This is an optimization exercise on Yosys and OpenROAD, whose aim is a short achievable clock period and few clock cycles, not a production implementation. The RTL of this run was laid out without a check of its function. Power and IR drop assume default switching activity.

`flow/design.v`:
```
module mips (
    clk,reset,
    imem_addr,imem_rdata,
    dmem_addr,dmem_wdata,dmem_we,dmem_rdata
);
input clk,reset;
output[11:2] imem_addr;
input[31:0] imem_rdata;
output[11:2] dmem_addr;
output[31:0] dmem_wdata;
output dmem_we;
input[31:0] dmem_rdata;
reg [31:0] pcF;
reg [31:0] instrD, pcD;
reg        validD;
reg [31:0] aE, opbE, rtE, immE, corrTgtE;
reg [4:0]  dstE, shamtE;
reg        fAM, fAW, fBM, fBW, fRM, fRW;
reg        sAdd, sSub, sSlt, sAnd, sOr, sXor, sNor, sSh, sPass;
reg        shRightE, shArithE, shVarE;
reg        loadE, swE, sbE, brE, jrE, predE;
reg [1:0]  brTypeE;    
reg [31:0] resM;
reg [4:0]  dstM;
reg        loadM, sbM;
reg [7:0]  sbByteM;
reg [1:0]  sbOffM;
reg [11:2] daddr_q;
reg [31:0] dwdata_q;
reg        dwe_q;
reg [31:0] valW;
reg [4:0]  dstW;
reg [31:0] rf [0:31];
assign imem_addr  = pcF[11:2];
assign dmem_addr  = daddr_q;
assign dmem_wdata = dwdata_q;
assign dmem_we    = dwe_q;
wire [5:0]  opD  = instrD[31:26];
wire [4:0]  rsD  = instrD[25:21];
wire [4:0]  rtD  = instrD[20:16];
wire [4:0]  rdD  = instrD[15:11];
wire [4:0]  shD  = instrD[10:6];
wire [5:0]  fnD  = instrD[5:0];
wire [15:0] immD = instrD[15:0];
wire rtype  = (opD == 6'h00);
wire f_addu = rtype & (fnD == 6'h21);
wire f_subu = rtype & (fnD == 6'h23);
wire f_slt  = rtype & ((fnD == 6'h2a) | (fnD == 6'h2b));
wire f_and  = rtype & (fnD == 6'h24);
wire f_or   = rtype & (fnD == 6'h25);
wire f_xor  = rtype & (fnD == 6'h26);
wire f_nor  = rtype & (fnD == 6'h27);
wire f_sll  = rtype & (fnD == 6'h00);
wire f_srl  = rtype & (fnD == 6'h02);
wire f_sra  = rtype & (fnD == 6'h03);
wire f_sllv = rtype & (fnD == 6'h04);
wire f_srlv = rtype & (fnD == 6'h06);
wire f_srav = rtype & (fnD == 6'h07);
wire f_jr   = rtype & (fnD == 6'h08);
wire f_jalr = rtype & (fnD == 6'h09);
wire i_addiu = (opD == 6'h09);
wire i_andi  = (opD == 6'h0c);
wire i_ori   = (opD == 6'h0d);
wire i_xori  = (opD == 6'h0e);
wire i_lui   = (opD == 6'h0f);
wire i_slti  = (opD == 6'h0a) | (opD == 6'h0b);
wire i_lw    = (opD == 6'h23);
wire i_sw    = (opD == 6'h2b);
wire i_sb    = (opD == 6'h28);
wire i_beq   = (opD == 6'h04);
wire i_bne   = (opD == 6'h05);
wire i_blez  = (opD == 6'h06);
wire i_bgtz  = (opD == 6'h07);
wire i_j     = (opD == 6'h02);
wire shiftD  = f_sll | f_srl | f_sra | f_sllv | f_srlv | f_srav;
wire rAluD   = f_addu | f_subu | f_slt | f_and | f_or | f_xor | f_nor;
wire iAluD   = i_addiu | i_andi | i_ori | i_xori | i_lui | i_slti;
wire memD    = i_lw | i_sw | i_sb;
wire brD     = i_beq | i_bne | i_blez | i_bgtz;
wire jrD     = f_jr | f_jalr;
wire usesRs  = rAluD | f_sllv | f_srlv | f_srav | jrD | (iAluD & ~i_lui) | memD | brD;
wire usesRt  = rAluD | shiftD | i_sw | i_sb | i_beq | i_bne;
wire useImm  = iAluD | memD | f_jalr;
wire [4:0] dstRaw = (rAluD | shiftD | f_jalr) ? rdD : ((iAluD | i_lw) ? rtD : 5'd0);
wire [4:0] dstD   = validD ? dstRaw : 5'd0;
wire [31:0] sextD = {{16{immD[15]}}, immD};
wire [31:0] zextD = {16'd0, immD};
wire [31:0] pcp4D = pcD + 32'd4;
wire [31:0] linkD = pcD + 32'h00003004;
wire [31:0] brTgtD = pcD + {sextD[29:0], 2'b00};
wire [31:0] jTgtD  = {4'd0, instrD[25:0], 2'b00};
wire [31:0] immValD = i_lui ? {immD, 16'd0} :
                      f_jalr ? linkD :
                      (i_andi | i_ori | i_xori) ? zextD : sextD;
wire predTD = brD & immD[15];
wire redirD_raw = validD & (i_j | predTD);
wire [31:0] rfA = rf[rsD];
wire [31:0] rfB = rf[rtD];
wire [31:0] rvA = (rsD == 5'd0) ? 32'd0 : ((dstW == rsD) ? valW : rfA);
wire [31:0] rvB = (rtD == 5'd0) ? 32'd0 : ((dstW == rtD) ? valW : rfB);
wire luHaz = loadE & (dstE != 5'd0) & ((usesRs & (dstE == rsD)) | (usesRt & (dstE == rtD)));
wire sbHaz = sbE & memD;
wire stallD = validD & (luHaz | sbHaz);
wire [31:0] fa  = fAM ? resM : (fAW ? valW : aE);
wire [31:0] fb  = fBM ? resM : (fBW ? valW : opbE);
wire [31:0] frt = fRM ? resM : (fRW ? valW : rtE);
wire [31:0] sum  = fa + fb;
wire [31:0] diff = fa - fb;
wire        ltu  = fa < fb;
wire [4:0]  amt  = shVarE ? fa[4:0] : shamtE;
wire        big  = shVarE & (|fa[31:5]);
wire        fill = shArithE & fb[31];
wire [31:0] shl  = fb << amt;
wire [63:0] shr64 = {{32{fill}}, fb} >> amt;
wire [31:0] shr  = shr64[31:0];
wire [31:0] shres = big ? {32{fill}} : (shRightE ? shr : shl);
wire [31:0] aluRes = ({32{sAdd}} & sum)
                   | ({32{sSub}} & diff)
                   | ({32{sSlt}} & {31'd0, ltu})
                   | ({32{sAnd}} & (fa & fb))
                   | ({32{sOr}}  & (fa | fb))
                   | ({32{sXor}} & (fa ^ fb))
                   | ({32{sNor}} & ~(fa | fb))
                   | ({32{sSh}}  & shres)
                   | ({32{sPass}} & fb);
wire eqE  = (fa == frt);
wire gtzE = ~fa[31] & (|fa);
reg  condE;
always @(*) begin
    case (brTypeE)
        2'd0: condE = eqE;
        2'd1: condE = ~eqE;
        2'd2: condE = ~gtzE;
        default: condE = gtzE;
    endcase
end
wire redirE = (brE & (condE ^ predE)) | jrE;
wire [31:0] tgtE = jrE ? fa : corrTgtE;
always @(posedge clk) begin
    if (reset)
        pcF <= 32'd0;
    else if (redirE)
        pcF <= tgtE;
    else if (stallD)
        pcF <= pcF;
    else if (redirD_raw)
        pcF <= i_j ? jTgtD : brTgtD;
    else
        pcF <= pcF + 32'd4;
    if (reset | redirE) begin
        validD <= 1'b0;
    end else if (!stallD) begin
        validD <= ~redirD_raw;
        instrD <= imem_rdata;
        pcD    <= pcF;
    end
    aE    <= i_lui ? 32'd0 : rvA;
    opbE  <= useImm ? immValD : rvB;
    rtE   <= rvB;
    immE  <= immValD;
    shamtE <= shD;
    corrTgtE <= predTD ? pcp4D : brTgtD;
    fAM <= ~i_lui & (dstE != 5'd0) & (dstE == rsD);
    fAW <= ~i_lui & ~((dstE != 5'd0) & (dstE == rsD)) & (dstM != 5'd0) & (dstM == rsD);
    fBM <= ~useImm & (dstE != 5'd0) & (dstE == rtD);
    fBW <= ~useImm & ~((dstE != 5'd0) & (dstE == rtD)) & (dstM != 5'd0) & (dstM == rtD);
    fRM <= (dstE != 5'd0) & (dstE == rtD);
    fRW <= ~((dstE != 5'd0) & (dstE == rtD)) & (dstM != 5'd0) & (dstM == rtD);
    sAdd <= f_addu | i_addiu | i_lui | memD;
    sSub <= f_subu;
    sSlt <= f_slt | i_slti;
    sAnd <= f_and | i_andi;
    sOr  <= f_or | i_ori;
    sXor <= f_xor | i_xori;
    sNor <= f_nor;
    sSh  <= shiftD;
    sPass <= f_jalr;
    shRightE <= f_srl | f_sra | f_srlv | f_srav;
    shArithE <= f_sra | f_srav;
    shVarE   <= f_sllv | f_srlv | f_srav;
    brTypeE  <= i_beq ? 2'd0 : i_bne ? 2'd1 : i_blez ? 2'd2 : 2'd3;
    predE    <= predTD;
    if (reset | redirE | stallD | ~validD) begin
        dstE <= 5'd0; loadE <= 1'b0; swE <= 1'b0; sbE <= 1'b0;
        brE <= 1'b0; jrE <= 1'b0;
    end else begin
        dstE <= dstRaw; loadE <= i_lw; swE <= i_sw; sbE <= i_sb;
        brE <= brD; jrE <= jrD;
    end
    resM    <= aluRes;
    sbByteM <= frt[7:0];
    sbOffM  <= sum[1:0];
    if (reset) begin
        dstM <= 5'd0; loadM <= 1'b0; sbM <= 1'b0; dwe_q <= 1'b0;
    end else begin
        dstM  <= dstE; loadM <= loadE; sbM <= sbE;
        if (sbM) begin
            dwe_q <= 1'b1;
        end else begin
            dwe_q   <= swE;
            daddr_q <= sum[11:2];
        end
    end
    if (sbM) begin
        dwdata_q[7:0]   <= (sbOffM == 2'd0) ? sbByteM : dmem_rdata[7:0];
        dwdata_q[15:8]  <= (sbOffM == 2'd1) ? sbByteM : dmem_rdata[15:8];
        dwdata_q[23:16] <= (sbOffM == 2'd2) ? sbByteM : dmem_rdata[23:16];
        dwdata_q[31:24] <= (sbOffM == 2'd3) ? sbByteM : dmem_rdata[31:24];
    end else begin
        dwdata_q <= frt;
    end
    valW <= loadM ? dmem_rdata : resM;
    if (reset)
        dstW <= 5'd0;
    else
        dstW <= dstM;
    if (dstW != 5'd0)
        rf[dstW] <= valW;
end
endmodule
```
`flow/run.sh`:
```
#!/bin/bash
# synth_recipe.tcl (not shown) runs the flow's synth.tcl, then flattens the netlist and writes it again
# the make line also repeats each setting of config.mk as NAME=value (left out here)
make -C /OpenROAD-flow-scripts/flow DESIGN_CONFIG=/design/flow/config.mk WORK_HOME=/design/flow/orfs CLKGATE_MAP_FILE= SYNTH_SCRIPT=/design/flow/synth_recipe.tcl finish
```
`flow/config.mk`:
```
export PLATFORM = sky130hd
export DESIGN_NAME = mips
export DESIGN_NICKNAME = mips
export VERILOG_FILES = /design/flow/design.v
export SDC_FILE = /design/flow/constraint.sdc
export NUM_CORES = 4
export LEC_CHECK = 0
export CAP_MARGIN = 20
export CORE_MARGIN = 2
export CORE_UTILIZATION = 40
export SLEW_MARGIN = 20
```
`flow/constraint.sdc`:
```
create_clock -name core_clock -period 12.5 [get_ports {clk}]
set_input_delay 2.5000 -clock core_clock [delete_from_list [all_inputs] [get_ports {clk}]]
set_output_delay 2.5000 -clock core_clock [all_outputs]
set_load 0.01 [all_outputs]
```
==> impl_metrics.yaml <==
die:
  ios: 119
  fp.coreArea_mm2: 0.188
  start_util: 0.403
  die_area_mm2: 0.193
  rows: 159
  die_x_um: 439
  dieHeight_um: 439
power:
  swShare: 0.302
  power.leakage_nw: 29.0
  p_clk_frac: 0.360
  seqPwrFrac: 0.437
  total_power_mw: 13.2
  p_int_mw: 9.21
  peakVddDrop_mv: 0.150
  combinationalPowerShare: 0.203
  p_sw_mw: 3.99
  powerDensity_mw_per_mm2: 155
grt:
  grt_max_degree: 113
  track_usage: 0.275
  grt_pass1_vias: 50700
  antenna_found_initial: 8
  grt_pass1_wl_um: 379000
  grt.overflow.total: 0
logic_synthesis:
  synth-adder-area-share: 0.0218
  synth.area.top_cells: "edfxtp_1 (44%), mux4_2 (19%), dfxtp_1 (8.5%)"
  ys_async_sr_fraction: 0
  synth-simple-area-share: 0.0652
  syn_area_mm2: 0.0756
  synth_cell_types: 98
  synth_flop_cell: "edfxtp_1"
  yosys.area.top_type: "edfxtp_1"
  ys_seq_area_frac: 0.521
  netlist_instances: 5443
  synth_enable_flop_cells: 1098
  synth_top_family_by_area: "multiplexers"
  synth_compound_area_frac: 0.0913
  ys_warn_count: 1
  synth-xor-area-share: 0.0212
  syn_area_per_cell_um2: 13.9
  synth_top_area_frac: 0.436
  synth-seq-cells: 1419
  synthMuxAreaShare: 0.250
worst_setup_path:
  r2r_end: "resM[30]$_DFF_P_"
  worstPathMaxFanout: 32
  crit_required_ns: 13.17
  worstSetupPathType: "reg -> reg"
  crit_top_cell: "or4_1"
  arrival_ns: 6.30
  path_cells: "buf_4 -> mux2i_1 -> o21ai_0 -> inv_1 -> ha_1 -> nor2b_1 -> or4_1 -> o22ai_1 -> nor3_1 -> nor3_2 -> o221ai_1 -> a221o_1 -> and3_1 -> or4_1"
  cpPeakStageDelay_ns: 0.85
  r2r_cells: 14
  cp_top_family: "compound AO/OA/AOI/OAI gates"
  timing.rr.start: "fBW$_DFF_P_"
  ff2ff_setup_slack_ns: 6.88
  crit_slowest_cell: "o21ai_0"
  worstSetupEndpointType: "flop"
  path_buf_inv: 2
  start_kind: "flop"
routing:
  finalWirelength_um: 269000
  first_pass_iters: 23
  wl_per_cell_um: 33.2
  ant_nets: 0
  vias_per_cell: 6.42
  num_vias: 52000
  drt_iter0_drc: 7165
  drc: 0
worst_hold_path:
  min_path_cells: 0
  worstHoldEndpoint: "pcD[0]$_DFFE_PP_"
  hp-class: "reg -> reg"
  min-delay-start: "pcF[0]$_SDFFE_PP0P_"
timing:
  clock_skew_ns: 0.0695
  finalSetupTns_ns: 0
  finalSetupViolCount: 0
  timing.final.hold_violations: 0
  max_freq_mhz: 178
  rsz0062_at_grt: "no"
  drv_slew: 0
  min_period_ns: 5.62
  relSlewSlack: 0.282
  timing.final.crit_share: 0.450
  worst_pin_slew_ns: 1.07
  setup_slack_ns: 6.88
cts:
  cts-resized-gates: 0
  path_clk_slew_ns: 0.06
  cts_root_buf: "clkbuf_16"
  htree_levels: 4
  clockBufferDepth: 3
  post_cts_buffers: 0
  cts_num_sinks: 1419
  ctsHoldBuffers: 0
  numCtsBuffers: 156
  insertion_delay_ns: 0.82
  tritoncts: "built"
placed_design:
  gp_congestion: 0.988
  placed_cell_area_mm2: 0.0798
  port_buffers: 118
  pre_cts_ws_ns: 6.76
  dp_hpwl_um: 173000
layout:
  num-fill-cells: 16600
  drive_gt1_frac: 0.228
  final_common_cell: "edfxtp_1"
  final_cell_mix: "edfxtp_1 (1,098), mux4_2 (648), nand2_1 (348)"
  nets: 5673
  syn_to_final_growth_pct: 12.6
  finalInstanceArea_mm2: 0.0851
job:
  maxCapViolCount: 0
outcome:
  run_status: "complete, no violations"
cell usage after synthesis, types with 113 or more instances:
master	number
edfxtp_1	1098
ha_1	127
o21ai_0	268
inv_1	127
mux4_2	648
clkbuf_1	277
nor2_1	324
a21oi_1	231
xnor2_1	113
dfxtp_1	321
nand2_1	348
mux2i_1	251
layout make-up:
| class | instances | area [um2] | share of cell area |
|---|---|---|---|
| diodes | 1 | 2.50 | 0.0000294 |
| multi-input cells | 3509 | 34500 | 0.405 |
| repair buffers | 262 | 2340 | 0.0275 |
| flip-flops and latches | 1419 | 39400 | 0.463 |
| inverters | 129 | 484 | 0.00569 |
| clock inverters | 84 | 1020 | 0.0120 |
| clock buffers | 201 | 4260 | 0.0500 |
| well taps | 2495 | 3120 | 0.0367 |
stage by stage:
stage	hold WS [ns]	std cells	utilization
global placement	0.404	7814	0.425
CTS	0.432	8099	0.453
floorplan	0.370	5474	-
finish	0.433	8100	0.453
detailed placement	0.413	7814	0.425
global route	0.454	8099	0.453
layer usage:
metal,wire length [um],up-vias,GRT usage
li1,-,21700,-
met3,25400,615,0.0545
met1,104000,26700,0.366
met4,16300,4,0.146
met5,25,-,0
met2,123000,2960,0.427
registers in the layout (all words and copies together) (netlist names), 8 cells and up, named ones only:
name	cells
aE	32
corrTgtE	32
daddr_q	10
dwdata_q	32
instrD	32
opbE	32
pcD	32
pcF	32
resM	32
rf	1024
rtE	32
sbByteM	8
valW	32
power by group through the flow:
stage,Clock (mW),Combinational (mW),Sequential [mW]
after global routing,4.99,2.83,5.78
after global placement,0,2.61,5.85
after CTS,4.81,2.63,5.76
after detailed placement,0,2.62,5.85
after floorplan,0,1.61,5.77
final,4.75,2.69,5.77
worst max-delay path by stage:
stage,from,endpoint,slack [ns],depth (start not counted)
6_report,fBW$_DFF_P_,resM[30]$_DFF_P_,6.88,14
5_1_grt,fBW$_DFF_P_,resM[30]$_DFF_P_,6.67,14
3_5_place_dp,valW[0]$_DFF_P_,resM[30]$_DFF_P_,6.76,16
3_3_place_gp,valW[0]$_DFF_P_,resM[30]$_DFF_P_,6.72,16
2_1_floorplan,fBW$_DFF_P_,resM[30]$_DFF_P_,8.17,17
4_1_cts,valW[0]$_DFF_P_,resM[30]$_DFF_P_,6.73,16
logic make-up (layout without fill, tap and decap cells):
kind of cell,after synthesis,in the layout
flip-flops,1419,1419
buffers and inverters,546,676
XOR/XNOR,183,183
other,1,33
adder cells (fa/ha/maj),130,130
AND/OR/NAND/NOR,1069,1069
AO/OA/AOI/OAI,1054,1054
multiplexers,1041,1041

separate check: timing with driven ports:
How much do the figures lean on ideal ports? The routed layout below was timed once more, with nothing changed but the port constraints.
Step 1 (the two cells are an assumption about what drives the block):
set clk [get_ports {clk}]
set_driving_cell -lib_cell sky130_fd_sc_hd__clkbuf_16 $clk
set_driving_cell -lib_cell sky130_fd_sc_hd__buf_2 [delete_from_list [all_inputs] $clk]
Step 2 adds t to the input delays and takes it off the output delays; t is the mean of the earliest and latest rising clock arrival at the registers after step 1. Input paths then give back, and output paths get back, about the clock's delay inside the block.
Three values: ideal, step 1, step 2; two values: the first two.
t (ns): 0.881
setup slack, ns: 6.876 / 6.876 / 6.876
clock arrival spread, ns: 0.072 / 0.071
slew at the worst register clock pin (ns): 0.07 / 0.07
After both steps this run still meets setup and hold. The setup slack of this run moves by 0.000 ns with the drivers and by 0.000 ns with both steps.
